From an optimization exercise on the open Yosys and OpenROAD flow, aimed at small area; shortcuts taken in it are not production practice.
Where RTL was checked, it was by simulation tests only, not by an equivalence proof against the original.
Only the layout flow was run in runs 1, 3, 4 and 6; the RTL was not checked for function there.
Power is estimated from default activity; no workload was simulated.

$ cat config.mk
export PLATFORM = sky130hd
export DESIGN_NAME = fft_butterfly
export DESIGN_NICKNAME = fft_butterfly
export VERILOG_FILES = /design/flow/design.v
export SDC_FILE = /design/flow/constraint.sdc
export NUM_CORES = 4
export LEC_CHECK = 0
export CAP_MARGIN = 20
export CORE_MARGIN = 2
export CORE_UTILIZATION = 40
export SLEW_MARGIN = 20
$ cat constraint.sdc
create_clock -name core_clock -period 10.0 [get_ports {Clock}]
set_input_delay 2.0000 -clock core_clock [delete_from_list [all_inputs] [get_ports {Clock}]]
set_output_delay 2.0000 -clock core_clock [all_outputs]
set_load 0.01 [all_outputs]
$ cat design.v
module adder(output logic [7:0] result,
             output logic       cout,
             input  logic [7:0] a, b,
             input  logic       cin
);
    logic [8:0] c;
    assign c[0] = cin;
    for (genvar i = 0; i < 8; i++) begin : g_fa
        assign result[i] = a[i] ^ b[i] ^ c[i];
        assign c[i+1]    = (a[i] & b[i]) | (a[i] & c[i]) | (b[i] & c[i]);
    end
    assign cout = c[8];
endmodule
module signed_mult(output logic [7:0] m2,
                   output logic       exact,    
                   input  logic [2:0] address
);
    assign m2    = address[0] ? 8'd182 : 8'd254;
    assign exact = !address[0] & (address[1] ^ address[2]);
endmodule
module mem (
    output logic neg,           
    output logic zero,          
    input  logic im,            
    input  logic [2:0] address
);
    always_comb begin
        case ({im, address})
            4'b0_000: begin neg = 0; zero = 0; end
            4'b0_001: begin neg = 0; zero = 0; end
            4'b0_010: begin neg = 0; zero = 1; end
            4'b0_011: begin neg = 1; zero = 0; end
            4'b0_100: begin neg = 1; zero = 0; end
            4'b0_101: begin neg = 1; zero = 0; end
            4'b0_110: begin neg = 0; zero = 0; end
            4'b0_111: begin neg = 0; zero = 0; end
            4'b1_000: begin neg = 0; zero = 1; end
            4'b1_001: begin neg = 1; zero = 0; end
            4'b1_010: begin neg = 1; zero = 0; end
            4'b1_011: begin neg = 1; zero = 0; end
            4'b1_100: begin neg = 0; zero = 1; end
            4'b1_101: begin neg = 0; zero = 0; end
            4'b1_110: begin neg = 0; zero = 0; end
            default:  begin neg = 0; zero = 0; end
        endcase
    end
endmodule
module debounce(
    input  logic clk,
    input  logic nReset,
    input  logic raw,
    output logic debounced
);
    logic [3:0] counter;
    logic       last_raw;
    always_ff @(posedge clk, negedge nReset) begin
        if (!nReset) begin
            counter   <= '0;
            last_raw  <= 1'b0;
            debounced <= 1'b0;
        end else begin
            if (raw != last_raw) begin
                counter  <= '0;
                last_raw <= raw;
            end else if (counter != 4'd15) begin
                counter <= counter + 1'b1;
            end else begin
                debounced <= raw;
            end
        end
    end
endmodule
module controller(
    output logic       load_W, load_B, load_A,
    output logic       step, last,   
    output logic       show,         
    output logic [1:0] sel,          
    input  logic       Clock,
    input  logic       nReset,
    input  logic       ReadyIn       
);
    localparam logic [4:0]
        DREY   = 5'd0,  DIMY1 = 5'd1,  DIMY  = 5'd2,  DREZ1 = 5'd3,
        DREZ   = 5'd4,  DIMZ1 = 5'd5,  DIMZ  = 5'd6,  IDLEZ = 5'd7,
        IDLE   = 5'd8,  WAITW = 5'd9,  READW = 5'd10, WAITB = 5'd11,
        READB  = 5'd15, S0    = 5'd16, S7    = 5'd23,
        WB0    = 5'd24, WAITA = 5'd25, READA = 5'd26,
        C1     = 5'd27, C2    = 5'd28, C3    = 5'd29, DREY0 = 5'd30;
    logic [4:0] state;
    logic       adv;
    always_comb begin
        case (state)
            DREY, DREZ, IDLE, READW, WB0:    adv = !ReadyIn;
            DIMY, DIMZ, WAITW, WAITB, WAITA: adv = ReadyIn;
            default:                         adv = 1'b1;
        endcase
    end
    always_ff @(posedge Clock, negedge nReset) begin
        if (!nReset)
            state <= IDLE;
        else if (adv) begin
            case (state)
                WAITB:   state <= READB;
                DREY0:   state <= DREY;
                default: state <= state + 1'b1;
            endcase
        end
    end
    assign load_W = (state == READW);
    assign load_B = (state == READB);
    assign load_A = (state == READA);
    assign step   = (state[4:3] == 2'b10);
    assign last   = (state == S7);
    assign show   = (state[4:3] == 2'b00);
    assign sel    = state[2:1];
endmodule
module datapath (
    output logic [7:0] result,
    input  logic [7:0] dataIn,
    input  logic       Clock,
    input  logic       load_W, load_B, load_A,
    input  logic       step, last,
    input  logic       show,
    input  logic [1:0] sel
);
    logic [2:0] idx;
    logic [7:0] Re_A, Re_B;
    logic       inexact;
    logic [7:0] m2;
    logic       exact;
    signed_mult mult_inst(.m2(m2), .exact(exact), .address(idx));
    logic       wneg, wzero;
    mem mem_inst(.neg(wneg), .zero(wzero), .im(sel[0]), .address(idx));
    logic       use_b, t, k, bit_b, cin, cout;
    logic [7:0] opa, opb, sum;
    assign use_b = show & !wzero;
    assign t     = use_b & (sel[1] ^ wneg);    
    assign k     = wneg & inexact;             
    assign bit_b = step & Re_A[0];             
    assign opa   = (show & !sel[0]) ? Re_A :
                   bit_b ? (last ? ~m2 : m2) : 8'd0;
    assign opb   = (use_b | step) ? (Re_B ^ {8{t}}) : 8'd0;
    assign cin   = (use_b & (t ^ k)) | (last & bit_b);
    adder add_inst(.result(sum), .cout(cout), .a(opa), .b(opb), .cin(cin));
    always_ff @(posedge Clock) begin
        if (load_W) idx <= dataIn[2:0];
        if (load_B) inexact <= idx[0] & (|dataIn[6:0]);
        if (load_B | load_A) Re_A <= dataIn;
        else if (step)       Re_A <= {1'b0, Re_A[7:1]};
        if (load_B)              Re_B <= exact ? dataIn : 8'd0;
        else if (step & !exact)  Re_B <= {cout ^ (last & bit_b), sum[7:1]};
    end
    assign result = show ? sum : 8'd0;
endmodule
module fft_butterfly(
    output logic [7:0] result,
    input  logic       Clock,
    input  logic       nReset,
    input  logic       ReadyIn,
    input  logic [7:0] dataIn
);
    logic debouncedReady;
    logic load_W, load_B, load_A, step, last, show;
    logic [1:0] sel;
    debounce debouncer (
        .clk(Clock), .nReset(nReset), .raw(ReadyIn), .debounced(debouncedReady)
    );
    controller ctrl (
        .load_W(load_W), .load_B(load_B), .load_A(load_A),
        .step(step), .last(last),
        .show(show), .sel(sel),
        .Clock(Clock), .nReset(nReset), .ReadyIn(debouncedReady)
    );
    datapath datapath_inst (
        .result(result), .dataIn(dataIn), .Clock(Clock),
        .load_W(load_W), .load_B(load_B), .load_A(load_A),
        .step(step), .last(last),
        .show(show), .sel(sel)
    );
endmodule
$ cat flow/run.sh
#!/bin/bash
# Layout flow: the standard flow, with
#  - the smallest buffer on the ports;
#  - clock tree synthesis without dummy loads.
# Each tool's output is logged by ORFS under orfs/logs; make's output goes to
# flow.log here.
set -euo pipefail
W=$PWD
F=$W/flow
sed "s#^source \$::env(SCRIPTS_DIR)/synth_preamble.tcl\$#&\nlset abc_args 1 $F/abc_area.script#" \
    "$FLOW_HOME/scripts/synth.tcl" > synth_core.tcl
sed "s#^source \$::env(SCRIPTS_DIR)/synth.tcl\$#source $W/synth_core.tcl#" \
    synth_recipe.tcl > synth_area.tcl
grep -q "lset abc_args 1" synth_core.tcl
grep -q "synth_core.tcl" synth_area.tcl
CTS="-sink_clustering_enable -repair_clock_nets -dont_use_dummy_load"
[ -f "$F/cts_args" ] && CTS=$(cat "$F/cts_args")
bash standard.sh "SYNTH_SCRIPT=$W/synth_area.tcl" \
    "BUFFER_PORTS_ARGS=-buffer_cell sky130_fd_sc_hd__buf_1" \
    "CTS_ARGS=$CTS" finish > flow.log 2>&1
$ cat flow/abc_area.script
strash
dch -f
map -a
strash
dch -f
map -a
strash
dch -f
map -a
topo
$ cat standard.sh
#!/bin/bash
# synth_recipe.tcl (not shown) runs the flow's synth.tcl, then flattens the netlist and writes it again
# the make line also repeats each setting of config.mk as NAME=value (left out here)
make -C /OpenROAD-flow-scripts/flow DESIGN_CONFIG=/design/flow/config.mk WORK_HOME=/design/flow/orfs CLKGATE_MAP_FILE= SYNTH_SCRIPT=/design/flow/synth_recipe.tcl "${@:-finish}"
==> results.txt, run 1 <==
- Status: no timing/DRC/antenna violations
- Routed len/inst: 13.7 um
- Critical Path Sink Type: output port
- PnR worst setup slack: 2660 ps
- # hold bufs at CTS: 0
- Placed Cells: 291
- Post-DP HPWL: 3240 um
- Worst reg2reg path depth: 19
- PnR Total Power: 766 uW
- CTS tree: done
- Final wirelength: 4060 um
- Avg Inst Size Synth: 8.78 um^2
- ANT nets after route: 0
- Setup total negative slack: 0 ps
- Initial antenna violation count: 0
- DRT iter0 DRCs: 114
- RSZ-0062 raised after global routing: no
- Hold endpoint: debouncer.counter[3]
- Share of cells above drive strength 1: 3.31%
- Synth area leader: edfxtp_1
- Fin cells: 296
- Initial core utilization: 41.0%
- Setup crit start kind: flop
- Worst slew pin tran: 832 ps
- DRT Pass-1 Iters: 4
- Clk root buf: clkbuf_8
- Fin crit period: 7340 ps
- Number of nets in the layout: 269
- CTS Buffer Depth: 2
- Uppermost routed layer: met4
- Area grow syn2layout: 10.8%
- Crit share post-route: 73.4%
- Total number of vias: 1529
- Area of the mapped netlist: 0.00192 mm^2
- WS Path Type: flop to output port
- H-Tree Depth: 2
- Final setup fails: 0
- Critical Path AT: 5340 ps
- Worst slack, placed: 2920 ps
- Vias per cell: 5.17
- Fin util: 45.4%
- Commonest non-fill, non-tap cell in the layout: clkinv_1
- Yosys reg bits: 31
- Vias in the first global route: 1358
- Clock Skew: 10.7 ps
- Syn Nets: 244
- Reg2Reg Setup Slack: 4750 ps
- Worst R2R Start: ctrl.state[4]
- Yosys warnings: 4
- Crit path required time: 8000 ps
- Metal-1 WL: 2190 um
- Sequential fraction of the synthesis area: 45.6%
- Overflow after GRT: 0
- Hold Vio Cnt, Final: 0
- Synth area leaders: edfxtp_1 31%, dfrtp_1 13%, fa_1 8.3%
- Post-CTS sizing: 0
- Fmax: 136 MHz
- Pleak: 0.774 nW
- ANT cells: 0
- DR DRC count: 0
- WL met2: 1640 um
- Maximum VDD drop: 0.000126 V
- Largest net degree at the start of global routing: 17
- Met3 Routed Length: 149 um
- Share of the synthesized area in the top cell type: 31.3%
- # fillers: 482
- Relative slew slack: 44.4%
- Ports: 19
- First-pass GRT wire length: 6770 um
- # Post-CTS Setup Buffers: 0
- IO buf count: 18
- Critical R2R Capture: datapath_inst.Re_B[6]
- Total GRT Usage: 17.3%
- Num rows: 25
- Sink Count: 31
- Min-delay src: debouncer.counter[3]
- Max Cap Violations: 0
- Max Slew Vio Count: 0
- Reg clk slew, reported paths: 60 ps
- Die Area: 0.00538 mm^2
- Hold Path Stages: 1
- CP Max Fanout: 16
- PwrDens: 360 mW/mm^2
- Num CTS Buffers: 5
- Core area: 0.00469 mm^2
- Worst Hold Class: flop to flop
- Worst-skew pair later-pin latency: 280 ps
- Highest-count cells in the layout ignoring fill and taps: 38 x clkinv_1, 33 x nand2_1, 29 x nor2_1, 21 x o21ai_0, 20 x edfxtp_1
- Mapped Cells: 219
- Routability Congestion: 0.874
- Die height: 73.3 um
- Die W: 73.3 um
- Distinct cells, synth: 26
-- per-layer routing --
layer | vias up | track usage [%]
met3 | 7 | 4.25
met1 | 705 | 27.8
li1 | 790 | -
met5 | - | 0
met4 | 0 | 6.67
met2 | 27 | 21.8
-- worst max path at each step --
stage / start / endpoint / slack (ps)
6_report: ctrl.state[4] / result[7] / 2660
3_5_place_dp: ctrl.state[4] / result[7] / 2920
2_1_floorplan: ctrl.state[4] / result[7] / 3460
5_1_grt: ctrl.state[4] / result[7] / 1990
4_1_cts: ctrl.state[4] / result[7] / 2610
3_3_place_gp: ctrl.state[4] / result[7] / 3010
-- sequential cells by signal, indices dropped and copies added, names as in the netlist --
signal,count
datapath_inst.Re_A,8
datapath_inst.Re_B,8
ctrl.state,5
debouncer.counter,4
datapath_inst.idx,3
datapath_inst.inexact,1
debouncer.debounced,1
debouncer.last_raw,1
-- per-stage QoR --
step | hold slack (ps) | area, um^2
after CTS | 488 | 2130
after global placement | 474 | 2060
after floorplan | 450 | 1920
final | 487 | 2130
after detailed placement | 474 | 2060
after global routing | 539 | 2130
-- where the power goes --
group	switching, mW	internal, mW	leakage [nW]
logic	0.265	0.157	0.418
clock network	0.0432	0.0447	0.0359
registers	0.0371	0.220	0.321
total	0.345	0.421	0.774
-- cells by family after synthesis --
logic type	count (synthesis)	share of synthesized area, %
adder cells (fa/ha/maj)	14	12.2
AND/OR/NAND/NOR	81	17.3
buffers and inverters	39	7.62
flip-flops	31	45.6
XOR/XNOR	2	0.912
AO/OA/AOI/OAI	52	16.3
-- cell usage after synthesis (all sizes together) --
cell and number:
or2 1, nand2 33, buf 1, o21a 5
o32ai 1, clkinv 38, xnor2 2, o22ai 9
dfstp 1, nor2 29, a221oi 1, dfrtp 10
edfxtp 20, o211ai 1, o21ai 21, o2bb2ai 1
nor3 6, nand3 10, a21oi 6, a41oi 2
fa 8, nor4 2, o21bai 1, ha 6
a211oi 1, a31oi 3
-- area by class of cell --
cell class                      instances  area (um^2)  area share (%)
Sequential cell                        31          877            41.2
Clock buffer                            5         68.8            3.23
Timing Repair Buffer                   19         75.1            3.53
Multi-Input combinational cell        149          898            42.2
Inverter                               38          143            6.70
Tap cell                               54         67.6            3.17
-- critical path, stage by stage, from the launching register on --
cell and delay (ps):
dfrtp_1 420, nor2_1 150, clkinv_1 260, a211oi_1 410, nand3_1 450, o21ai_0 380
fa_1 240, fa_1 170, clkinv_1 70, fa_1 380, fa_1 390, fa_1 370
clkinv_1 60, fa_1 170, clkinv_1 80, fa_1 370, clkinv_1 60, fa_1 400
clkinv_1 70, nor2_1 40, buf_1 130
==> inputs of run 2 (changes only) <==
--- a/design.v
+++ b/design.v
@@ -5,9 +5,3 @@
 );
-    logic [8:0] c;
-    assign c[0] = cin;
-    for (genvar i = 0; i < 8; i++) begin : g_fa
-        assign result[i] = a[i] ^ b[i] ^ c[i];
-        assign c[i+1]    = (a[i] & b[i]) | (a[i] & c[i]) | (b[i] & c[i]);
-    end
-    assign cout = c[8];
+    assign {cout, result} = {1'b0, a} + {1'b0, b} + {8'd0, cin};
 endmodule
==> run.sh (new file) <==
#!/bin/bash
# synth_recipe.tcl (not shown) runs the flow's synth.tcl, then flattens the netlist and writes it again
# the make line also repeats each setting of config.mk as NAME=value (left out here)
make -C /OpenROAD-flow-scripts/flow DESIGN_CONFIG=/design/flow/config.mk WORK_HOME=/design/flow/orfs CLKGATE_MAP_FILE= SYNTH_SCRIPT=/design/flow/synth_recipe.tcl finish
removed: flow/run.sh
removed: flow/abc_area.script
removed: standard.sh
==> run 2 against run 1 <==
Fmax rose by 15%; synthesized area is 15% higher; sequential share of layout area fell by 7.0 points; combinational power is 21% higher; global-route usage up 0.47 points; sequential power is essentially flat; clock power up about 70%; worst hold slack gained 23 ps; critical path depth down 7; clock skew up 2.3 ps; count of clock-buffer cells in the layout up 1; largest cell class unchanged; highest routed layer unchanged.
==> results.txt, run 2 <==
- Clk root buf: clkbuf_8
- Fmax: 157 MHz (+15%)
- ANT nets after route: 0 (unchanged)
- Critical R2R Capture: datapath_inst.Re_B[5]
- Distinct cells, synth: 45 (+73%)
- Avg Inst Size Synth: 9.65 um^2 (+10%)
- # Post-CTS Setup Buffers: 0 (unchanged)
- Post-CTS sizing: 0 (unchanged)
- First-pass GRT wire length: 8290 um (+22%)
- Worst Setup EP: result[6]
- # hold bufs at CTS: 0 (unchanged)
- Final wirelength: 5010 um (+24%)
- Num rows: 27 (+8.0%)
- H-Tree Depth: 2 (unchanged)
- Sink Count: 31 (unchanged)
- Num CTS Buffers: 5 (unchanged)
- Logic pwr share: 55.9% (+0.9 points)
- Finished Cell Area: 0.00257 mm^2 (+21%)
- Placed cell areas: 0.00244 mm^2 (+18%)
- Vias per cell: 5.39 (+4.3%)
- Crit-path max cell delay: 540 ps (+90 ps)
- Area of the mapped netlist: 0.00221 mm^2 (+15%)
- CTS tree: done
- Worst reg2reg path depth: 12 (-7)
- Final setup fails: 0 (unchanged)
- Worst Hold Class: flop to flop
- Yosys warnings: 4 (unchanged)
- IO buf count: 18 (unchanged)
- Worst hold slack: 510 ps (+23.0 ps)
- Number of nets in the layout: 271 (+0.74%)
- Pleak: 1.08 nW (+39%)
- Reg2Reg Setup Slack: 6130 ps (+1380 ps)
- CP Max Fanout: 11 (-5)
- Post-DP HPWL: 3750 um (+16%)
- DRT Pass-1 Iters: 4 (unchanged)
- Routed len/inst: 15.8 um (+15%)
- CTS Buffer Depth: 2 (unchanged)
- Ports: 19 (unchanged)
- Overflow after GRT: 0 (unchanged)
- WS Path Type: flop to output port
- Net Sw Frac: 40.1% (-5.0 points)
- Critical Path AT: 4370 ps (-970 ps)
- Fin util: 47.5% (+2.1 points)
- CP max-delay cell: clkdlybuf4s50_1
- Commonest non-fill, non-tap cell in the layout: nand2_1
- Synth Flop Type: edfxtp_1
- Sequential fraction of the synthesis area: 39.7% (-6.0 points)
- Power share of the clock group: 16.3% (+4.8 points)
- Largest registers: datapath_inst.Re_A x8, datapath_inst.Re_B x8, ctrl.state x5
- Hold Vio Cnt, Final: 0 (unchanged)
- Share of the synthesized area in the top cell type: 27.2% (-4.1 points)
- Share of cells above drive strength 1: 7.72% (+4.4 points)
- Clock Skew: 13.0 ps (+2.29 ps)
- Synth area leaders: edfxtp_1 27%, dfrtp_1 11%, ha_1 7.4%
- Max Slew Vio Count: 0 (unchanged)
- Vias in the first global route: 1690 (+24%)
- Crit path required time: 8000 ps (about the same)
- Area grow syn2layout: 16.2%
- Fin crit period: 6370 ps (-964 ps)
- Initial core utilization: 40.9% (-0.057 points)
- Routability Congestion: 0.842 (-3.8%)
- Max Cap Violations: 0 (unchanged)
- DR DRC count: 0 (unchanged)
- Die W: 78.3 um (+6.9%)
- Worst-skew pair later-pin latency: 290 ps (about the same)
- Post-synth top cells: 27 x nand2_1, 20 x edfxtp_1, 19 x nor2_1, 17 x o21ai_0, 13 x ha_1
- Initial antenna violation count: 0 (unchanged)
- Relative slew slack: 47.0% (+2.6 points)
- Reg clk slew, reported paths: 80 ps (+20 ps)
- PwrDens: 357 mW/mm^2 (-0.90%)
- EDFF count, synth: 20 (unchanged)
- Internal: 549 uW (+30%)
- ANT cells: 0 (unchanged)
- Synth area leader: edfxtp_1
- Highest-count cells in the layout ignoring fill and taps: 27 x nand2_1, 20 x edfxtp_1, 19 x nor2_1, 18 x clkdlybuf4s50_1, 17 x o21ai_0
- Crit share post-route: 63.7% (-9.6 points)
- CP Launch Point: ctrl.state[1]
- Most frequent cell after synthesis: nand2_1
- DRT iter0 DRCs: 84 (-26%)
- Mapped Cells: 229 (+4.6%)
- Critical Path Sink Type: output port
- RSZ-0062 raised after global routing: no
- Total number of vias: 1714 (+12%)
- Psw: 367 uW (+6.4%)
- Crit path cell chain: maj3_1 -> nand2_1 -> o21ai_0 -> o21bai_1 -> mux2i_1 -> fa_1 -> fa_1 -> a21o_1 -> a21oi_1 -> o21ai_0 -> xnor2_1 -> nor2_1 -> clkdlybuf4s50_1
- Die height: 78.3 um (+6.9%)
- Syn Nets: 255 (+4.5%)
- Setup crit start kind: flop
- Setup total negative slack: 0 ps (unchanged)
- Reg power frac: 27.9% (-5.6 points)
- Worst R2R Start: ctrl.state[1]
- Status: no timing/DRC/antenna violations
- Total GRT Usage: 17.7% (+0.47 points)
- Worst slew pin tran: 793 ps (-38.5 ps)
- Synth async-reset ratio: 35.5% (unchanged)
- Maximum VDD drop: 0.000196 V (+55%)
- Die Area: 0.00614 mm^2 (+14%)
- Core area: 0.00541 mm^2 (+15%)
- Yosys reg bits: 31 (unchanged)
- Largest net degree at the start of global routing: 18 (+1)
-- run 2: changes by cell type after synthesis, sizes merged, moves of 7 or more --
cell    before  now
clkinv      38    0
mux2i        0   11
nor2        29   19
a21o         0    9
inv          0    9
mux2         0    8
nand3       10    2
ha           6   13
o22ai        9    2
xnor2        2    9
-- run 2: critical path: cells and delay by family, from the launching register on --
family / cells / cell delay, ps
adders and majority gates: 3 / 1330
buffers and inverters: 1 / 540
DFF: 1 / 510
xor gates and xnor gates: 1 / 160
AOI/OAI and AO/OA: 5 / 1170
and+or+nand+nor: 2 / 180
muxes: 1 / 190
-- run 2: per-stage QoR --
stage                     worst slack [ps]  power (mW)  std cells
after global placement                4120       0.768        310
after floorplan                       4750       0.617        229
final                                 3630       0.916        318
after global routing                  3100       0.996        318
after detailed placement              4010       0.770        310
after CTS                             3650       0.923        318
-- run 2: power by group through the flow --
stage                     Combinational (mW)  Clock, mW  Sequential (mW)
after floorplan                        0.390          0            0.227
after CTS                              0.515      0.153            0.255
after global routing                   0.575      0.159            0.262
final                                  0.512      0.149            0.255
after detailed placement               0.512          0            0.257
after global placement                 0.512          0            0.256
-- run 2: worst min path at each step --
stage | endpoint | cells after the start | start
after detailed placement | debouncer.debounced | 2 | debouncer.last_raw
final | debouncer.debounced | 2 | debouncer.last_raw
after CTS | debouncer.debounced | 2 | debouncer.last_raw
after global placement | debouncer.debounced | 2 | debouncer.last_raw
after floorplan | debouncer.debounced | 2 | debouncer.last_raw
after global routing | debouncer.debounced | 2 | debouncer.last_raw
-- run 2: layer usage --
layer | up-vias | share of wire [%] | GRT usage, %
met4 | 0 | 1.8 | 7.89
met1 | 806 | 48 | 23.5
met3 | 8 | 2.8 | 3.33
met2 | 39 | 47 | 28.3
met5 | - | 0 | 0
li1 | 861 | - | -
-- run 2: cells by family after synthesis --
family / synth area share, %
compound gates: 17.1
xor+xnor: 5.15
fa+ha+maj: 9.62
buf+inv: 3.57
flops: 39.7
mux: 9.22
simple gates: 15.6
-- run 2: final cells by class --
class | count | area (um^2)
Inverter | 9 | 33.8
Clock buffer | 6 | 72.6
Clock inverter | 2 | 60.1
Multi-Input combinational cell | 180 | 1250
Fill cell | 536 | 2840
Sequential cell | 31 | 877
Timing Repair Buffer | 18 | 180
Tap cell | 72 | 90.1
==> inputs of run 3 (changes only) <==
--- a/design.v
+++ b/design.v
@@ -5,3 +5,9 @@
 );
-    assign {cout, result} = {1'b0, a} + {1'b0, b} + {8'd0, cin};
+    logic [8:0] c;
+    assign c[0] = cin;
+    for (genvar i = 0; i < 8; i++) begin : g_fa
+        assign result[i] = a[i] ^ b[i] ^ c[i];
+        assign c[i+1]    = (a[i] & b[i]) | (a[i] & c[i]) | (b[i] & c[i]);
+    end
+    assign cout = c[8];
 endmodule
@@ -11,4 +17,4 @@
 );
-    assign m2    = address[0] ? 8'd182 : 8'd254;
     assign exact = !address[0] & (address[1] ^ address[2]);
+    assign m2    = address[0] ? 8'd182 : {7'b1111111, exact};
 endmodule
@@ -68,3 +74,4 @@
     output logic       load_W, load_B, load_A,
-    output logic       step, last,   
+    output logic       step, first, last,   
+    output logic [2:0] k,            
     output logic       show,         
@@ -106,3 +113,5 @@
     assign step   = (state[4:3] == 2'b10);
+    assign first  = (state == S0);
     assign last   = (state == S7);
+    assign k      = state[2:0];
     assign show   = (state[4:3] == 2'b00);
@@ -115,3 +124,4 @@
     input  logic       load_W, load_B, load_A,
-    input  logic       step, last,
+    input  logic       step, first, last,
+    input  logic [2:0] k,
     input  logic       show,
@@ -127,12 +137,12 @@
     mem mem_inst(.neg(wneg), .zero(wzero), .im(sel[0]), .address(idx));
-    logic       use_b, t, k, bit_b, cin, cout;
+    logic       use_b, t, ceil_b, bit_b, cin, cout;
     logic [7:0] opa, opb, sum;
-    assign use_b = show & !wzero;
-    assign t     = use_b & (sel[1] ^ wneg);    
-    assign k     = wneg & inexact;             
-    assign bit_b = step & Re_A[0];             
-    assign opa   = (show & !sel[0]) ? Re_A :
-                   bit_b ? (last ? ~m2 : m2) : 8'd0;
-    assign opb   = (use_b | step) ? (Re_B ^ {8{t}}) : 8'd0;
-    assign cin   = (use_b & (t ^ k)) | (last & bit_b);
+    assign use_b  = show & !wzero;
+    assign t      = use_b & (sel[1] ^ wneg);           
+    assign ceil_b = wneg & inexact & idx[0];           
+    assign bit_b  = step & Re_A[k];                    
+    assign opa    = (show & !sel[0]) ? Re_A :
+                    bit_b ? (last ? ~m2 : m2) : 8'd0;
+    assign opb    = (use_b | (step & !first)) ? (Re_B ^ {8{t}}) : 8'd0;
+    assign cin    = (use_b & (t ^ ceil_b)) | (step & (last ? bit_b : exact));
     adder add_inst(.result(sum), .cout(cout), .a(opa), .b(opb), .cin(cin));
@@ -140,7 +150,5 @@
         if (load_W) idx <= dataIn[2:0];
-        if (load_B) inexact <= idx[0] & (|dataIn[6:0]);
+        if (load_B) inexact <= |dataIn[6:0];
         if (load_B | load_A) Re_A <= dataIn;
-        else if (step)       Re_A <= {1'b0, Re_A[7:1]};
-        if (load_B)              Re_B <= exact ? dataIn : 8'd0;
-        else if (step & !exact)  Re_B <= {cout ^ (last & bit_b), sum[7:1]};
+        if (step) Re_B <= {cout ^ (last & bit_b), sum[7:1]};
     end
@@ -156,3 +164,4 @@
     logic debouncedReady;
-    logic load_W, load_B, load_A, step, last, show;
+    logic load_W, load_B, load_A, step, first, last, show;
+    logic [2:0] k;
     logic [1:0] sel;
@@ -163,3 +172,3 @@
         .load_W(load_W), .load_B(load_B), .load_A(load_A),
-        .step(step), .last(last),
+        .step(step), .first(first), .last(last), .k(k),
         .show(show), .sel(sel),
@@ -170,3 +179,3 @@
         .load_W(load_W), .load_B(load_B), .load_A(load_A),
-        .step(step), .last(last),
+        .step(step), .first(first), .last(last), .k(k),
         .show(show), .sel(sel)
==> flow/run.sh (new file) <==
#!/bin/bash
# Layout flow: the standard flow, with
#  - the smallest buffer on the ports;
#  - clock tree synthesis without dummy loads.
# Each tool's output is logged by ORFS under orfs/logs; make's output goes to
# flow.log here.
set -euo pipefail
W=$PWD
F=$W/flow
sed "s#^source \$::env(SCRIPTS_DIR)/synth_preamble.tcl\$#&\nlset abc_args 1 $F/abc_area.script#" \
    "$FLOW_HOME/scripts/synth.tcl" > synth_core.tcl
sed "s#^source \$::env(SCRIPTS_DIR)/synth.tcl\$#source $W/synth_core.tcl#" \
    synth_recipe.tcl > synth_area.tcl
grep -q "lset abc_args 1" synth_core.tcl
grep -q "synth_core.tcl" synth_area.tcl
CTS="-sink_clustering_enable -repair_clock_nets -dont_use_dummy_load"
[ -f "$F/cts_args" ] && CTS=$(cat "$F/cts_args")
bash standard.sh "SYNTH_SCRIPT=$W/synth_area.tcl" \
    "BUFFER_PORTS_ARGS=-buffer_cell sky130_fd_sc_hd__buf_1" \
    "CTS_ARGS=$CTS" finish > flow.log 2>&1
==> flow/abc_area.script (new file) <==
strash
dch -f
map -a
strash
dch -f
map -a
strash
dch -f
map -a
topo
==> flow/cts_args (new file) <==
-repair_clock_nets -dont_use_dummy_load -buf_list sky130_fd_sc_hd__clkbuf_8 -root_buf sky130_fd_sc_hd__clkbuf_8 -sink_clustering_enable -sink_clustering_size 64 -sink_clustering_max_diameter 1000
==> standard.sh (new file) <==
#!/bin/bash
# synth_recipe.tcl (not shown) runs the flow's synth.tcl, then flattens the netlist and writes it again
# the make line also repeats each setting of config.mk as NAME=value (left out here)
make -C /OpenROAD-flow-scripts/flow DESIGN_CONFIG=/design/flow/config.mk WORK_HOME=/design/flow/orfs CLKGATE_MAP_FILE= SYNTH_SCRIPT=/design/flow/synth_recipe.tcl "${@:-finish}"
removed: run.sh
==> run 3 against run 2 <==
Utilization fell by 0.75 points; count of clock-buffer cells in the layout fell by 1; synthesized area fell by 16%; worst setup slack got worse by 1300 ps; fmax fell by 17%; sequential share of layout area rose by 8.3 points; wire length fell by 32%; clock power fell by 42%; critical path depth rose by 9; non-clock buffer count did not move; register-to-register slack got worse by 1500 ps; power fell by 23%.
==> results.txt, run 3 <==
- Reg clk slew, reported paths: 60 ps (-20 ps)
- DR DRC count: 0 (unchanged)
- Net Sw Frac: 45.1% (+5.0 points)
- Worst reg2reg path depth: 19 (+7)
- Critical Path AT: 5630 ps (+1260 ps)
- PwrDens: 342 mW/mm^2 (-4.1%)
- Logic pwr share: 53.7% (-2.2 points)
- CP Max Fanout: 11 (unchanged)
- Syn Nets: 235 (-7.8%)
- Total number of vias: 1419 (-17%)
- Maximum VDD drop: 0.000136 V (-31%)
- Die W: 72.3 um (-7.7%)
- Worst hold slack: 511 ps (+1.18 ps)
- Fin crit period: 7630 ps (+1260 ps)
- Worst R2R Start: ctrl.state[4]
- Total GRT Usage: 15.6% (-2.2 points)
- Worst Hold Class: flop to flop
- Most frequent cell after synthesis: clkinv_1
- Vias per cell: 5.00 (-7.3%)
- Power share of the clock group: 12.2% (-4.1 points)
- Synth Flop Type: edfxtp_1
- Min-delay src: debouncer.counter[3]
- Commonest non-fill, non-tap cell in the layout: clkinv_1
- Fin util: 46.8% (-0.75 points)
- Critical R2R Capture: datapath_inst.Re_B[6]
- Num rows: 24 (-11%)
- Share of the synthesized area in the top cell type: 32.2% (+5.0 points)
- Reg2Reg Setup Slack: 4600 ps (-1530 ps)
- Avg Inst Size Synth: 8.89 um^2 (-7.9%)
- Highest-count cells in the layout ignoring fill and taps: 41 x clkinv_1, 35 x nor2_1, 22 x o21ai_0, 20 x nand2_1, 20 x edfxtp_1
- Final wirelength: 3400 um (-32%)
- Sink Count: 31 (unchanged)
- Core area: 0.00441 mm^2 (-18%)
- Post-DP HPWL: 2700 um (-28%)
- Area of the mapped netlist: 0.00187 mm^2 (-16%)
- Setup total negative slack: 0 ps (unchanged)
- Area grow syn2layout: 10.6%
- PnR Total Power: 706 uW (-23%)
- Reg power frac: 34.2% (+6.3 points)
- Psw: 318 uW (-13%)
- Internal: 387 uW (-29%)
- WS Path Type: flop to output port
- Die Area: 0.00523 mm^2 (-15%)
- # Post-CTS Setup Buffers: 0 (unchanged)
- Routability Congestion: 0.942 (+12%)
- Clock Skew: 13.6 ps (+0.606 ps)
- Hold Vio Cnt, Final: 0 (unchanged)
- Share of cells above drive strength 1: 3.02% (-4.7 points)
- Number of nets in the layout: 259 (-4.4%)
- Yosys reg bits: 31 (unchanged)
- DRT Pass-1 Iters: 4 (unchanged)
- H-Tree Depth: 2 (unchanged)
- Synth area leader: edfxtp_1
- Worst slack, placed: 2630 ps (-1380 ps)
- CP Launch Point: ctrl.state[4]
- Mapped Cells: 210 (-8.3%)
- Final setup fails: 0 (unchanged)
- Initial core utilization: 42.3% (+1.4 points)
- Synth area leaders: edfxtp_1 32%, dfrtp_1 13%, fa_1 8.6%
- Ports: 19 (unchanged)
- Hold Path Stages: 1 (-1)
- ANT nets after route: 0 (unchanged)
- Largest net degree at the start of global routing: 12 (-6)
- RSZ-0062 raised after global routing: no
- Post-synth top cells: 41 x clkinv_1, 35 x nor2_1, 23 x o21ai_0, 20 x edfxtp_1, 20 x nand2_1
- Max Slew Vio Count: 0 (unchanged)
- PnR worst setup slack: 2370 ps (-1260 ps)
- Clk root buf: clkbuf_8
- EDFF count, synth: 20 (unchanged)
- Vias in the first global route: 1369 (-19%)
- Die height: 72.3 um (-7.7%)
- Num CTS Buffers: 5 (unchanged)
- Yosys warnings: 4 (unchanged)
- IO buf count: 18 (unchanged)
- Distinct cells, synth: 24 (-47%)
- ANT cells: 0 (unchanged)
- Max Cap Violations: 0 (unchanged)
- Pleak: 0.755 nW (-30%)
- DRT iter0 DRCs: 118 (+40%)
- CTS tree: done
- Relative slew slack: 36.7% (-10 points)
- CTS Buffer Depth: 2 (unchanged)
- Routed len/inst: 12.0 um (-24%)
- # hold bufs at CTS: 0 (unchanged)
- Post-CTS sizing: 0 (unchanged)
- Setup crit start kind: flop
- First-pass GRT wire length: 6220 um (-25%)
- Status: no timing/DRC/antenna violations
- Synth async-reset ratio: 35.5% (unchanged)
- Overflow after GRT: 0 (unchanged)
- Critical Path Sink Type: output port
- Largest registers: datapath_inst.Re_A x8, datapath_inst.Re_B x8, ctrl.state x5
- Sequential fraction of the synthesis area: 47.0% (+7.3 points)
- Hold endpoint: debouncer.counter[3]
- Initial antenna violation count: 0 (unchanged)
- Worst-skew pair later-pin latency: 280 ps (about the same)
- Crit share post-route: 76.3% (+13 points)
- Fmax: 131 MHz (-17%)
- Worst slew pin tran: 940 ps (+146 ps)
- Crit path required time: 8000 ps (about the same)
-- run 3: power by group through the flow --
stage	clock network [mW]	logic, mW	registers [mW]
floorplan	0	0.299	0.231
global placement	0	0.384	0.244
detailed placement	0	0.382	0.243
CTS	0.0894	0.383	0.241
global route	0.0946	0.450	0.247
finish	0.0860	0.379	0.241
-- run 3: routing by layer --
metal | GRT usage, % | wire length (um) | vias to the layer above
li1 | - | - | 743
met1 | 22.1 | 1690 | 631
met2 | 22.9 | 1460 | 40
met3 | 4.72 | 198 | 5
met4 | 5.03 | 50 | 0
met5 | 0 | 0 | -
-- run 3: worst max-delay path, cell delays in order, from the launching register on --
cell and delay (ps):
dfrtp_1 410, clkinv_1 170, nor2_1 710, clkinv_1 330, a31oi_1 250, o21ai_0 140
nor2_1 240, clkinv_1 140, o21ai_0 180, fa_1 250, clkinv_1 70, fa_1 380
fa_1 390, fa_1 370, clkinv_1 60, fa_1 160, clkinv_1 70, fa_1 360
clkinv_1 60, fa_1 410, clkinv_1 60, nor2_1 30, buf_1 130
-- run 3: layout make-up --
cell class	count	area, um^2
Fill cell	445	2350
Sequential cell	31	877
Multi-Input combinational cell	137	832
Inverter	41	154
Clock buffer	5	68.8
Timing Repair Buffer	18	67.6
Tap cell	52	65.1
-- run 3: worst max-delay path by stage --
stage,slack [ps],end,depth (start not counted)
6_report,2370,result[7],22
5_1_grt,1800,result[7],22
4_1_cts,2310,result[7],22
3_5_place_dp,2630,result[7],22
3_3_place_gp,2650,result[7],22
2_1_floorplan,3450,result[7],21
-- run 3: through the flow --
step                      cells  cell area [um^2]
after detailed placement    279              2000
final                       284              2060
after global routing        284              2060
after global placement      279              2000
after floorplan             210              1870
after CTS                   284              2060
-- run 3: cells by family after synthesis --
group           share of synthesized area, %
compound gates                          14.8
fa+ha+maj                               12.6
simple gates                            14.8
xor+xnor                                2.35
buf+inv                                 8.44
flops                                   47.0
==> inputs of run 4 (changes only) <==
==> flow/cts_args (replaced) <==
-repair_clock_nets -dont_use_dummy_load -buf_list sky130_fd_sc_hd__clkbuf_4 -root_buf sky130_fd_sc_hd__clkbuf_4 -sink_clustering_enable -sink_clustering_size 64 -sink_clustering_max_diameter 1000
==> run 4 against run 3 <==
Still clean; design area is 1.5% lower; global-route usage unchanged; count of clock-buffer cells in the layout unchanged; first-iteration DRC count is 4.2% lower; critical endpoint unchanged; largest power group unchanged.
==> results.txt, run 4 <==
- Setup crit start kind: flop
- Crit share post-route: 77.1% (+0.73 points)
- Hold Vio Cnt, Final: 0 (unchanged)
- Core area: 0.00441 mm^2 (unchanged)
- Ports: 19 (unchanged)
- Synth area leaders: edfxtp_1 32%, dfrtp_1 13%, fa_1 8.6%
- Post-DP HPWL: 2700 um (unchanged)
- Relative slew slack: 34.1% (-2.6 points)
- Final wirelength: 3390 um (-0.21%)
- Fin crit period: 7710 ps (+73.4 ps)
- Adder-Cell Fraction of Synth Area: 12.6% (unchanged)
- Area grow syn2layout: 8.91%
- Commonest non-fill, non-tap cell in the layout: clkinv_1
- Clk root buf: clkbuf_4
- Mapped Cells: 210 (unchanged)
- Total GRT Usage: 15.6% (unchanged)
- Total number of vias: 1407 (-0.85%)
- CTS Buffer Depth: 2 (unchanged)
- Critical Path AT: 5710 ps (+80 ps)
- Post-CTS sizing: 0 (unchanged)
- Reg2Reg Setup Slack: 4580 ps (-20 ps)
- Post-synthesis mux area share: 0% (unchanged)
- Die W: 72.3 um (unchanged)
- Worst-skew pair later-pin latency: 330 ps (+50 ps)
- Worst Setup EP: result[7]
- Placed Cells: 279 (unchanged)
- Worst R2R Start: ctrl.state[4]
- Net Sw Frac: 46.3% (+1.2 points)
- XOR/XNOR Fraction of Synth Area: 2.35% (unchanged)
- Worst slew pin tran: 978 ps (+38.0 ps)
- First-pass GRT wire length: 6210 um (about the same)
- Critical R2R Capture: datapath_inst.Re_B[6]
- Pleak: 0.742 nW (-1.7%)
- Avg Inst Size Synth: 8.89 um^2 (unchanged)
- ANT nets after route: 0 (unchanged)
- Psw: 315 uW (-0.93%)
- IO buf count: 18 (unchanged)
- # hold bufs at CTS: 0 (unchanged)
- Highest-count cells in the layout ignoring fill and taps: 41 x clkinv_1, 35 x nor2_1, 22 x o21ai_0, 20 x nand2_1, 20 x edfxtp_1
- Routability Congestion: 0.942 (unchanged)
- Sequential fraction of the synthesis area: 47.0% (unchanged)
- Num CTS Buffers: 5 (unchanged)
- Most frequent cell after synthesis: clkinv_1
- EDFF count, synth: 20 (unchanged)
- Final setup fails: 0 (unchanged)
- Initial antenna violation count: 0 (unchanged)
- Fin cells: 284 (unchanged)
- Routed len/inst: 12.0 um (-0.21%)
- Post-synth top cells: 41 x clkinv_1, 35 x nor2_1, 23 x o21ai_0, 20 x edfxtp_1, 20 x nand2_1
- Largest net degree at the start of global routing: 12 (unchanged)
- DR DRC count: 0 (unchanged)
- DRT Pass-1 Iters: 4 (unchanged)
- Yosys warnings: 4 (unchanged)
- H-Tree Depth: 2 (unchanged)
- Fmax: 130 MHz (-0.95%)
- Reg clk slew, reported paths: 100 ps (+40 ps)
- Die height: 72.3 um (unchanged)
- Area of the mapped netlist: 0.00187 mm^2 (unchanged)
- PnR worst setup slack: 2290 ps (-73.4 ps)
- Worst reg2reg path depth: 19 (unchanged)
- Largest registers: datapath_inst.Re_A x8, datapath_inst.Re_B x8, ctrl.state x5
- Overflow after GRT: 0 (unchanged)
- # Post-CTS Setup Buffers: 0 (unchanged)
- Simple-gate share of the synthesized area: 14.8% (unchanged)
- Worst Hold Class: flop to flop
- Syn Nets: 235 (unchanged)
- DRT iter0 DRCs: 113 (-4.2%)
- Number of nets in the layout: 259 (unchanged)
- CTS tree: done
- FF/Latch Area: 877 um^2 (unchanged)
- Max Slew Vio Count: 0 (unchanged)
- Synth Flop Type: edfxtp_1
- Share of cells above drive strength 1: 3.02% (unchanged)
- Finished Cell Area: 0.00203 mm^2 (-1.5%)
- PwrDens: 335 mW/mm^2 (-2.0%)
- Distinct cells, synth: 24 (unchanged)
- Internal: 366 uW (-5.6%)
- Yosys reg bits: 31 (unchanged)
- CP Launch Point: ctrl.state[4]
- Max Cap Violations: 0 (unchanged)
- Critical Path Sink Type: output port
- Synth async-reset ratio: 35.5% (unchanged)
- Status: no timing/DRC/antenna violations
- Placed cell areas: 0.00200 mm^2 (unchanged)
- Vias per cell: 4.95 (-0.85%)
- RSZ-0062 raised after global routing: no
- Worst slack, placed: 2630 ps (unchanged)
- Maximum VDD drop: 0.000133 V (-2.0%)
- # fillers: 454 (+2.0%)
- Compound-gate portion of the synthesized area: 14.8% (unchanged)
- Sink Count: 31 (unchanged)
- Crit path required time: 8000 ps (about the same)
- Power share of the clock group: 9.1% (-3.1 points)
- Multi-input combinational cell area: 832 um^2 (unchanged)
- Main combinational cell family by area after synthesis: compound AO/OA/AOI/OAI gates
- Num rows: 24 (unchanged)
- Vias in the first global route: 1371 (+0.15%)
- CP Max Fanout: 11 (unchanged)
- Die Area: 0.00523 mm^2 (unchanged)
- Clock Skew: 21.1 ps (+7.56 ps)
- Share of the synthesized area in the top cell type: 32.2% (unchanged)
- ANT cells: 0 (unchanged)
- Initial core utilization: 42.3% (unchanged)
- Synth area leader: edfxtp_1
- Logic pwr share: 55.5% (+1.8 points)
- WS Path Type: flop to output port
- Reg power frac: 35.3% (+1.1 points)
- Setup total negative slack: 0 ps (unchanged)
run 4: critical path: stages, from the launching register on:
cell and delay (ps):
dfrtp_1 420, clkinv_1 170, nor2_1 700, clkinv_1 330, a31oi_1 260, o21ai_0 140, nor2_1 250, clkinv_1 140
o21ai_0 180, fa_1 250, clkinv_1 70, fa_1 380, fa_1 390, fa_1 370, clkinv_1 60, fa_1 160
clkinv_1 70, fa_1 360, clkinv_1 60, fa_1 420, clkinv_1 60, nor2_1 40, buf_1 130
run 4: how the worst min path moves through the flow:
stage,start,to,cells past startpoint
detailed placement,debouncer.counter[3],debouncer.counter[3],1
global placement,debouncer.counter[3],debouncer.counter[3],1
finish,debouncer.counter[3],debouncer.counter[3],1
floorplan,debouncer.counter[3],debouncer.counter[3],1
global route,debouncer.counter[3],debouncer.counter[3],1
CTS,debouncer.counter[3],debouncer.counter[3],1
run 4: final cells by class:
cell class | count | area share, %
Multi-Input combinational cell | 137 | 40.9
Inverter | 41 | 7.57
Clock buffer | 5 | 1.85
Sequential cell | 31 | 43.1
Timing Repair Buffer | 18 | 3.32
Tap cell | 52 | 3.20
run 4: cell families (layout without fill, tap and decap cells):
| kind of cell | after synthesis | in the layout |
|---|---|---|
| AO/OA/AOI/OAI | 50 | 50 |
| XOR/XNOR | 5 | 5 |
| adder cells (fa/ha/maj) | 14 | 14 |
| buffers and inverters | 42 | 64 |
| flip-flops | 31 | 31 |
| AND/OR/NAND/NOR | 68 | 68 |
run 4: per-stage QoR:
stage / power [mW] / hold slack (ps) / util, %
global placement: 0.627 / 499 / 45.2
finish: 0.681 / 516 / 46.1
detailed placement: 0.625 / 502 / 45.2
CTS: 0.688 / 516 / 46.1
global route: 0.767 / 560 / 46.1
floorplan: 0.530 / 466 / -
run 4: power groups by stage:
| stage | sequential (mW) | clock [mW] | combinational (mW) |
|---|---|---|---|
| 6_report | 0.241 | 0.0621 | 0.378 |
| 5_1_grt | 0.247 | 0.0703 | 0.450 |
| 4_1_cts | 0.240 | 0.0652 | 0.383 |
| 3_5_place_dp | 0.243 | 0 | 0.382 |
| 3_3_place_gp | 0.244 | 0 | 0.384 |
| 2_1_floorplan | 0.231 | 0 | 0.299 |
run 4: metal layers:
| layer | vias to the layer above | global-route usage [%] | wire length, um |
|---|---|---|---|
| met5 | - | 0 | 0 |
| met4 | 0 | 5.03 | 54 |
| met3 | 5 | 4.72 | 173 |
| met2 | 33 | 22.9 | 1470 |
| met1 | 625 | 22.1 | 1700 |
| li1 | 744 | - | - |
==> inputs of run 5 (changes only) <==
--- a/design.v
+++ b/design.v
@@ -55,5 +55,10 @@
     logic       last_raw;
+    always_ff @(posedge clk) begin
+        if (raw != last_raw)
+            counter <= '0;
+        else if (counter != 4'd15)
+            counter <= counter + 1'b1;
+    end
     always_ff @(posedge clk, negedge nReset) begin
         if (!nReset) begin
-            counter   <= '0;
             last_raw  <= 1'b0;
@@ -61,10 +66,5 @@
         end else begin
-            if (raw != last_raw) begin
-                counter  <= '0;
-                last_raw <= raw;
-            end else if (counter != 4'd15) begin
-                counter <= counter + 1'b1;
-            end else begin
+            last_raw <= raw;
+            if (raw == last_raw && counter == 4'd15)
                 debounced <= raw;
-            end
         end
@@ -83,15 +83,62 @@
     localparam logic [4:0]
-        DREY   = 5'd0,  DIMY1 = 5'd1,  DIMY  = 5'd2,  DREZ1 = 5'd3,
-        DREZ   = 5'd4,  DIMZ1 = 5'd5,  DIMZ  = 5'd6,  IDLEZ = 5'd7,
-        IDLE   = 5'd8,  WAITW = 5'd9,  READW = 5'd10, WAITB = 5'd11,
-        READB  = 5'd15, S0    = 5'd16, S7    = 5'd23,
-        WB0    = 5'd24, WAITA = 5'd25, READA = 5'd26,
-        C1     = 5'd27, C2    = 5'd28, C3    = 5'd29, DREY0 = 5'd30;
-    logic [4:0] state;
-    logic       adv;
+        IDLE   = 5'd8,
+        WAITW  = 5'd9,
+        READW  = 5'd10,
+        WAITB  = 5'd11,
+        READB  = 5'd15,
+        S0     = 5'd16,
+        S1     = 5'd17,
+        S2     = 5'd18,
+        S3     = 5'd19,
+        S4     = 5'd20,
+        S5     = 5'd21,
+        S6     = 5'd22,
+        S7     = 5'd23,
+        WB0    = 5'd24,
+        WAITA  = 5'd25,
+        READA  = 5'd26,
+        C1     = 5'd27,
+        C2     = 5'd28,
+        C3     = 5'd29,
+        DREY0  = 5'd30,
+        DREY   = 5'd0,
+        DIMY1  = 5'd1,
+        DIMY   = 5'd2,
+        DREZ1  = 5'd3,
+        DREZ   = 5'd4,
+        DIMZ1  = 5'd5,
+        DIMZ   = 5'd6,
+        IDLEZ  = 5'd7;
+    logic [4:0] state, next;
     always_comb begin
         case (state)
-            DREY, DREZ, IDLE, READW, WB0:    adv = !ReadyIn;
-            DIMY, DIMZ, WAITW, WAITB, WAITA: adv = ReadyIn;
-            default:                         adv = 1'b1;
+            IDLE  : next = !ReadyIn ? WAITW : IDLE;
+            WAITW : next = ReadyIn ? READW : WAITW;
+            READW : next = !ReadyIn ? WAITB : READW;
+            WAITB : next = ReadyIn ? READB : WAITB;
+            READB : next = S0;
+            S0    : next = S1;
+            S1    : next = S2;
+            S2    : next = S3;
+            S3    : next = S4;
+            S4    : next = S5;
+            S5    : next = S6;
+            S6    : next = S7;
+            S7    : next = WB0;
+            WB0   : next = !ReadyIn ? WAITA : WB0;
+            WAITA : next = ReadyIn ? READA : WAITA;
+            READA : next = C1;
+            C1    : next = C2;
+            C2    : next = C3;
+            C3    : next = DREY0;
+            DREY0 : next = DREY;
+            DREY  : next = !ReadyIn ? DIMY1 : DREY;
+            DIMY1 : next = DIMY;
+            DIMY  : next = ReadyIn ? DREZ1 : DIMY;
+            DREZ1 : next = DREZ;
+            DREZ  : next = !ReadyIn ? DIMZ1 : DREZ;
+            DIMZ1 : next = DIMZ;
+            DIMZ  : next = ReadyIn ? IDLEZ : DIMZ;
+            IDLEZ : next = IDLE;
+            default: next = 5'bx;
         endcase
@@ -101,9 +148,4 @@
             state <= IDLE;
-        else if (adv) begin
-            case (state)
-                WAITB:   state <= READB;
-                DREY0:   state <= DREY;
-                default: state <= state + 1'b1;
-            endcase
-        end
+        else
+            state <= next;
     end
@@ -112,3 +154,3 @@
     assign load_A = (state == READA);
-    assign step   = (state[4:3] == 2'b10);
+    assign step   = (state[4:3] == 2'd2);
     assign first  = (state == S0);
@@ -116,4 +158,15 @@
     assign k      = state[2:0];
-    assign show   = (state[4:3] == 2'b00);
-    assign sel    = state[2:1];
+    always_comb begin
+        case (state)
+            DREY  : begin show = 1'b1; sel = 2'd0; end
+            DIMY1 : begin show = 1'b1; sel = 2'd0; end
+            DIMY  : begin show = 1'b1; sel = 2'd1; end
+            DREZ1 : begin show = 1'b1; sel = 2'd1; end
+            DREZ  : begin show = 1'b1; sel = 2'd2; end
+            DIMZ1 : begin show = 1'b1; sel = 2'd2; end
+            DIMZ  : begin show = 1'b1; sel = 2'd3; end
+            IDLEZ : begin show = 1'b1; sel = 2'd3; end
+            default: begin show = 1'b0; sel = 2'bx; end
+        endcase
+    end
 endmodule
==> run 5 against run 4 <==
Synthesized area fell by 4.0%; utilization fell by 0.49 points; combinational power fell by 34%; clock power rose by 1%; design area fell by 3.1%; sequential share of layout area rose by 0.35 points; register-to-register slack improved by 50 ps; die area fell by 3.7%; critical endpoint unchanged; largest power group unchanged.
==> results.txt, run 5 <==
- Crit share post-route: 76.7% (-0.38 points)
- Worst Hold Class: flop to flop
- CP Launch Point: ctrl.state[4]
- Yosys warnings: 4 (unchanged)
- Total GRT Usage: 16.3% (+0.77 points)
- Reg2Reg Setup Slack: 4630 ps (+50 ps)
- Commonest non-fill, non-tap cell in the layout: nor2_1
- Area of the mapped netlist: 0.00179 mm^2 (-4.0%)
- Levels on crit path: 24 (+9.1%)
- FF/Latch Area: 857 um^2 (-2.3%)
- Relative slew slack: 68.4% (+34 points)
- Area grow syn2layout: 9.91%
- Share of the synthesized area in the top cell type: 33.5% (+1.3 points)
- DRT Pass-1 Iters: 4 (unchanged)
- Num CTS Buffers: 5 (unchanged)
- Synth area leaders: edfxtp_1 33%, fa_1 8.9%, nor2_1 8.6%
- ANT cells: 0 (unchanged)
- IO buf count: 18 (unchanged)
- Ports: 19 (unchanged)
- Core area: 0.00432 mm^2 (-2.0%)
- RSZ-0062 raised after global routing: no
- Total number of vias: 1418 (+0.78%)
- Most frequent cell after synthesis: nor2_1
- Highest-count cells in the layout ignoring fill and taps: 41 x nor2_1, 34 x clkinv_1, 26 x nand2_1, 20 x edfxtp_1, 18 x buf_1
- Status: no timing/DRC/antenna violations
- Routability Congestion: 0.903 (-4.1%)
- Critical Path Sink Type: output port
- Post-synth top cells: 41 x nor2_1, 34 x clkinv_1, 26 x nand2_1, 20 x edfxtp_1, 14 x o21ai_0
- Crit path cell chain: nor2_1 -> clkinv_1 -> nor2_1 -> o21ai_0 -> nand2_1 -> nand3_1 -> o21a_1 -> nand2_1 -> o21ai_0 -> fa_1 -> fa_1 -> clkinv_1 -> fa_1 -> fa_1 -> fa_1 -> clkinv_1 -> fa_1 -> clkinv_1 -> fa_1 -> clkinv_1 -> fa_1 -> clkinv_1 -> nor2_1 -> buf_1
- Crit path required time: 8000 ps (about the same)
- Clock Skew: 31.9 ps (+10.7 ps)
- Overflow after GRT: 0 (unchanged)
- Synth async-reset ratio: 22.6% (-13 points)
- CTS tree: done
- Critical Path AT: 5670 ps (-40 ps)
- Distinct cells, synth: 28 (+17%)
- Setup crit start kind: flop
- # hold bufs at CTS: 0 (unchanged)
- DRT iter0 DRCs: 50 (-56%)
- Avg Inst Size Synth: 8.70 um^2 (-2.1%)
- Synth Flop Type: edfxtp_1
- Sink Count: 31 (unchanged)
- Reg clk slew, reported paths: 100 ps (about the same)
- Worst slew pin tran: 473 ps (-505 ps)
- Setup total negative slack: 0 ps (unchanged)
- EDFF count, synth: 20 (unchanged)
- CTS Buffer Depth: 2 (unchanged)
- Number of nets in the layout: 252 (-2.7%)
- Crit-path leading delay family: adder cells
- Fin crit period: 7670 ps (-37.9 ps)
- Yosys reg bits: 31 (unchanged)
- Synth area leader: edfxtp_1
- Pleak: 0.702 nW (-5.4%)
- Multi-input combinational cell area: 808 um^2 (-2.9%)
- WS Path Type: flop to output port
- # fillers: 439 (-3.3%)
- Maximum VDD drop: 0.0000757 V (-43%)
- Hold Path Stages: 2 (+1)
- First-pass GRT wire length: 6380 um (+2.7%)
- Hold Vio Cnt, Final: 0 (unchanged)
- Crit-path max cell delay: 500 ps (-200 ps)
- Largest net degree at the start of global routing: 15 (+3)
- Min-delay src: debouncer.counter[1]
- Fmax: 130 MHz (+0.49%)
- Vias per cell: 5.03 (+1.5%)
- Mapped Cells: 206 (-1.9%)
- DR DRC count: 0 (unchanged)
- PwrDens: 259 mW/mm^2 (-23%)
- Initial antenna violation count: 0 (unchanged)
- ANT nets after route: 0 (unchanged)
- CP Buf/Inv Count: 7 (-2)
- Post-CTS sizing: 0 (unchanged)
- Max Cap Violations: 0 (unchanged)
- Initial core utilization: 41.5% (-0.83 points)
- Worst R2R Start: ctrl.state[4]
- CP Max Fanout: 14 (+3)
- Die height: 71.0 um (-1.9%)
- Worst-skew pair later-pin latency: 340 ps (about the same)
- CP max-delay cell: fa_1
- Fin util: 45.6% (-0.49 points)
- Final wirelength: 3560 um (+4.9%)
- Die Area: 0.00503 mm^2 (-3.7%)
- Syn Nets: 226 (-3.8%)
- Routed len/inst: 12.6 um (+5.6%)
- Sequential fraction of the synthesis area: 47.8% (+0.82 points)
- Die W: 71.0 um (-1.9%)
- # Post-CTS Setup Buffers: 0 (unchanged)
- Share of cells above drive strength 1: 3.91% (+0.90 points)
- Most used cell, CP: fa_1
- Clk root buf: clkbuf_4
- Vias in the first global route: 1365 (-0.44%)
- Post-DP HPWL: 2820 um (+4.5%)
- Num rows: 24 (unchanged)
- Largest registers: datapath_inst.Re_A x8, datapath_inst.Re_B x8, ctrl.state x5
- Final setup fails: 0 (unchanged)
- Max Slew Vio Count: 0 (unchanged)
- Worst reg2reg path depth: 23 (+4)
- H-Tree Depth: 2 (unchanged)
run 5: cell count changes in the layout (fill, tap and decap cells not counted), sizes merged, moves of 4 or more:
cell / delta
nand3: +5
dfxtp: +4
o22ai: +4
clkinv: -7
nand2: +6
dfrtp: -4
a21oi: -6
a22oi: +4
nor2: +6
ha: -5
o21ai: -9
run 5: worst register-to-register path, stage by stage (launching register included):
cell      delay [ps]
dfrtp_1          430
nor2_1           160
clkinv_1         340
nor2_1           230
o21ai_0          140
o21a_1           210
clkinv_1          60
nand2_1           50
nand3_1          230
o21a_1           330
nand2_1           90
o21ai_0          120
fa_1             240
fa_1             170
clkinv_1          70
fa_1             370
fa_1             390
fa_1             380
clkinv_1          60
fa_1             150
clkinv_1          70
fa_1             360
clkinv_1          60
fa_1             420
run 5: cell families after synthesis:
group	share of synthesized area [%]
adder cells (fa/ha/maj)	9.63
XOR/XNOR	0.977
AND/OR/NAND/NOR	19.3
flip-flops	47.8
buffers and inverters	7.12
AO/OA/AOI/OAI	15.2
run 5: worst paths after layout:
| kind | end |
|---|---|
| worst max-delay path | result[7] |
| worst min-delay path | debouncer.counter[1] |
| worst max register to register | datapath_inst.Re_B[6] |
| worst min register to register | debouncer.counter[1] |
| max in group asynchronous | ctrl.state[3] |
| min in group asynchronous | debouncer.last_raw |
run 5: area by class of cell:
class | count | area share (%)
well taps | 52 | 3.30
inverters | 34 | 6.48
clock buffers | 5 | 1.90
flip-flops and latches | 31 | 43.5
multi-input cells | 141 | 41.0
repair buffers | 19 | 3.81
run 5: through the flow:
step	cells	worst slack [ps]	hold slack [ps]	power [mW]	cell area, um^2
floorplan	206	3270	443	0.384	1790
global placement	277	2720	461	0.449	1930
finish	282	2330	478	0.510	1970
global route	282	1760	509	0.562	1970
detailed placement	277	2630	464	0.451	1930
CTS	282	2260	481	0.515	1970
run 5: power breakdown:
part | switching [mW] | total (mW) | leakage [nW] | internal [mW]
logic | 0.163 | 0.251 | 0.377 | 0.0885
registers | 0.0216 | 0.196 | 0.301 | 0.174
clock network | 0.0395 | 0.0629 | 0.0230 | 0.0234
run 5: layer usage:
layer | global-route usage, % | vias to the layer above | routed length (um)
met2 | 25.5 | 28 | 1570
met3 | 4.27 | 6 | 131
met4 | 6.29 | 0 | 69
li1 | - | 754 | -
met5 | 0 | - | 0
met1 | 21.9 | 630 | 1790
==> inputs of run 6 (changes only) <==
--- a/design.v
+++ b/design.v
@@ -58,3 +58,3 @@
             counter <= '0;
-        else if (counter != 4'd15)
+        else
             counter <= counter + 1'b1;
==> flow/abc_area.script (replaced) <==
&get -n
&st
&syn2
&dch -f
&nf -a -R 1000
&st
&syn2
&dch -f
&nf -a -R 1000
&put
==> run 6 against run 5 <==
Still clean on timing, DRC and antenna; via count decreased by 6.1%; power increased by 23%; non-clock buffer count decreased by 1; first-iteration DRC count increased by 98%; count of clock-buffer cells in the layout unchanged; clock skew decreased by 11 ps; largest cell class is now multi-input gates.
==> results.txt, run 6 <==
- First-pass GRT wire length: 5690 um (-11%)
- Reg clk slew, reported paths: 90 ps (about the same)
- Pleak: 0.705 nW (+0.42%)
- Crit path required time: 8000 ps (about the same)
- ANT cells: 0 (unchanged)
- Psw: 275 uW (+23%)
- Post-DP HPWL: 2570 um (-9.0%)
- Synth Flop Type: edfxtp_1
- XOR/XNOR Fraction of Synth Area: 3.42% (+2.4 points)
- Total GRT Usage: 14.7% (-1.6 points)
- Routed len/inst: 13.4 um (+6.4%)
- Worst Hold Class: flop to flop
- Die W: 71.0 um (unchanged)
- Most frequent cell after synthesis: nor2_1
- Final setup fails: 0 (unchanged)
- Largest net degree at the start of global routing: 21 (+6)
- Critical R2R Capture: datapath_inst.Re_B[6]
- Num rows: 24 (unchanged)
- Highest-count cells in the layout ignoring fill and taps: 23 x nor2_1, 20 x edfxtp_1, 19 x a21oi_1, 18 x buf_1, 15 x o21ai_0
- Fin util: 45.5% (about the same)
- Worst slew pin tran: 697 ps (+224 ps)
- Power share of the clock group: 9.8% (-2.5 points)
- Core area: 0.00432 mm^2 (unchanged)
- Area of the mapped netlist: 0.00179 mm^2 (unchanged)
- Vias per cell: 5.22 (+3.9%)
- Max Slew Vio Count: 0 (unchanged)
- Compound-gate portion of the synthesized area: 15.5% (+0.28 points)
- Maximum VDD drop: 0.000107 V (+42%)
- Yosys warnings: 4 (unchanged)
- # hold bufs at CTS: 0 (unchanged)
- Worst-skew pair later-pin latency: 330 ps (about the same)
- # Post-CTS Setup Buffers: 0 (unchanged)
- Setup total negative slack: 0 ps (unchanged)
- Reg power frac: 40.6% (+2.2 points)
- Distinct cells, synth: 33 (+18%)
- Final wirelength: 3430 um (-3.8%)
- Net Sw Frac: 43.7% (-0.20 points)
- WS Path Type: flop to output port
- Clock Skew: 20.9 ps (-11.0 ps)
- Status: no timing/DRC/antenna violations
- Avg Inst Size Synth: 9.96 um^2 (+14%)
- Setup crit start kind: flop
- Worst reg2reg path depth: 18 (-22%)
- Vias in the first global route: 1172 (-14%)
- Synth async-reset ratio: 22.6% (unchanged)
- Die height: 71.0 um (unchanged)
- Adder-Cell Fraction of Synth Area: 9.63% (unchanged)
- Clk root buf: clkbuf_4
- RSZ-0062 raised after global routing: no
- Critical Path AT: 5460 ps (-210 ps)
- Area grow syn2layout: 9.84% (about the same)
- Worst R2R Start: ctrl.state[4]
- Logic pwr share: 49.6% (+0.3 points)
- Yosys reg bits: 31 (unchanged)
- CTS Buffer Depth: 2 (unchanged)
- CTS tree: done
- Max Cap Violations: 0 (unchanged)
- Num CTS Buffers: 5 (unchanged)
- Synth area leaders: edfxtp_1 33%, fa_1 8.9%, dfrtp_1 8.4%
- CP Launch Point: ctrl.state[4]
- IO buf count: 18 (unchanged)
- DRT Pass-1 Iters: 4 (unchanged)
- Die Area: 0.00503 mm^2 (unchanged)
- Sequential fraction of the synthesis area: 47.8% (unchanged)
- Initial core utilization: 41.5% (unchanged)
- Post-synthesis mux area share: 3.00% (+3.0 points)
- Largest registers: datapath_inst.Re_A x8, datapath_inst.Re_B x8, ctrl.state x5
- Sink Count: 31 (unchanged)
- Hold Vio Cnt, Final: 0 (unchanged)
- Critical Path Sink Type: output port
- Fmax: 134 MHz (+2.9%)
- Crit share post-route: 74.6% (-2.1 points)
- Post-CTS sizing: 0 (unchanged)
- EDFF count, synth: 20 (unchanged)
- Post-synth top cells: 23 x nor2_1, 20 x edfxtp_1, 19 x a21oi_1, 16 x o21ai_0, 14 x nand2_1
- Relative slew slack: 53.2% (-15 points)
- Ports: 19 (unchanged)
- Overflow after GRT: 0 (unchanged)
- Share of the synthesized area in the top cell type: 33.5% (unchanged)
- PnR Total Power: 628 uW (+23%)
- Internal: 354 uW (+24%)
- Reg2Reg Setup Slack: 4870 ps (+240 ps)
- PwrDens: 319 mW/mm^2 (+23%)
- H-Tree Depth: 2 (unchanged)
- Simple-gate share of the synthesized area: 18.1% (-1.1 points)
- Mapped Cells: 180 (-13%)
- DR DRC count: 0 (unchanged)
- Commonest non-fill, non-tap cell in the layout: nor2_1
- CP Max Fanout: 17 (+3)
- Worst Setup EP: result[7]
- Routability Congestion: 0.790 (-13%)
- Syn Nets: 200 (-12%)
- Main combinational cell family by area after synthesis: simple AND/OR/NAND/NOR gates
- Synth area leader: edfxtp_1
- DRT iter0 DRCs: 99 (+98%)
- Fin crit period: 7460 ps (-214 ps)
- Share of cells above drive strength 1: 3.94% (+0.028 points)
- Total number of vias: 1332 (-6.1%)
- ANT nets after route: 0 (unchanged)
- Number of nets in the layout: 225 (-11%)
- Initial antenna violation count: 0 (unchanged)
## run 6: cell types whose count changed after synthesis, sizes merged, moves of 3 or more
cell,previous run,this run
clkinv,34,12
nor2,41,23
nand2,26,14
a21oi,11,19
nand2b,0,8
nand3,10,3
nor2b,0,5
and2,0,4
xor2,1,5
a21o,0,3
a22oi,4,1
## run 6: layout make-up
type	count	area, um^2
Timing Repair Buffer	18	67.6
Multi-Input combinational cell	137	897
Inverter	12	45.0
Clock buffer	5	37.5
Tap cell	52	65.1
Sequential cell	31	857
Fill cell	432	2350
## run 6: cells by family (layout without fill, tap and decap cells)
kind of cell,count (synthesis),count (layout)
AO/OA/AOI/OAI,49,49
AND/OR/NAND/NOR,68,68
buffers and inverters,12,35
XOR/XNOR,7,7
adder cells (fa/ha/maj),9,9
flip-flops,31,31
multiplexers,4,4
## run 6: worst min-delay path by stage
stage,from,to,cells after the start
after floorplan,debouncer.counter[0],debouncer.counter[0],1
after global placement,debouncer.counter[0],debouncer.counter[0],1
after detailed placement,debouncer.counter[0],debouncer.counter[0],1
after CTS,debouncer.counter[0],debouncer.counter[0],1
after global routing,debouncer.counter[0],debouncer.counter[0],1
final,debouncer.counter[0],debouncer.counter[0],1
## run 6: layer usage
layer	up-vias	GRT usage [%]	routed length [um]
met2	32	19.7	1390
met3	5	4.27	163
met5	-	0	0
met1	603	22.4	1820
li1	692	-	-
met4	0	5.66	55
## run 6: critical path, stage by stage, from the launching register on
cell and delay, ps:
dfrtp_1 550, or2_0 450, nor2_1 480, a21oi_1 160
o21ai_0 200, o21ai_0 150, a21oi_1 190, fa_1 220
fa_1 170, clkinv_1 70, fa_1 370, fa_1 390
fa_1 370, clkinv_1 60, fa_1 160, clkinv_1 70
fa_1 360, clkinv_1 60, fa_1 410, and2_0 140
buf_1 120
## run 6: metrics by stage
| step | area [um^2] | hold slack, ps | setup slack, ps | std cells |
|---|---|---|---|---|
| global placement | 1930 | 436 | 2760 | 250 |
| finish | 1970 | 450 | 2540 | 255 |
| detailed placement | 1930 | 438 | 2660 | 250 |
| global route | 1970 | 490 | 2030 | 255 |
| floorplan | 1790 | 418 | 3180 | 180 |
| CTS | 1960 | 456 | 2260 | 255 |
## run 6: power groups by stage
| stage | clock (mW) | sequential (mW) | combinational (mW) |
|---|---|---|---|
| 2_1_floorplan | 0 | 0.240 | 0.245 |
| 3_3_place_gp | 0 | 0.257 | 0.312 |
| 3_5_place_dp | 0 | 0.258 | 0.311 |
| 4_1_cts | 0.0644 | 0.255 | 0.312 |
| 5_1_grt | 0.0701 | 0.262 | 0.361 |
| 6_report | 0.0614 | 0.255 | 0.312 |

==> port drivers added, routing unchanged <==
The results above use ideal ports. As a check the final layouts listed here were re-extracted and re-timed, cells and wires unchanged.
Step 1: set_driving_cell puts a clkbuf_16 on Clock and a buf_2 on each other input, an assumption about the parent block.
Step 2 times the ports against the registers' clock, not the clock port: input delays grow and output delays shrink by t, the midpoint of the rising clock arrivals with the driver on.
Slacks: ideal / step 1 / step 2; pairs: ideal / step 1.
| run | shift t [ns] | setup slack, ns | latest minus earliest clock arrival (ns) |
|---|---|---|---|
| run 1 | 0.306 | 2.664 / 2.637 / 2.943 | 0.011 / 0.011 |
| run 2 | 0.309 | 3.628 / 3.600 / 3.909 | 0.013 / 0.013 |
| run 3 | 0.298 | 2.366 / 2.341 / 2.639 | 0.014 / 0.014 |
| run 4 | 0.340 | 2.293 / 2.270 / 2.610 | 0.022 / 0.022 |
| run 5 | 0.345 | 2.330 / 2.305 / 2.650 | 0.032 / 0.032 |
| run 6 | 0.344 | 2.544 / 2.521 / 2.864 | 0.021 / 0.021 |
After both steps every run listed still meets setup and hold.
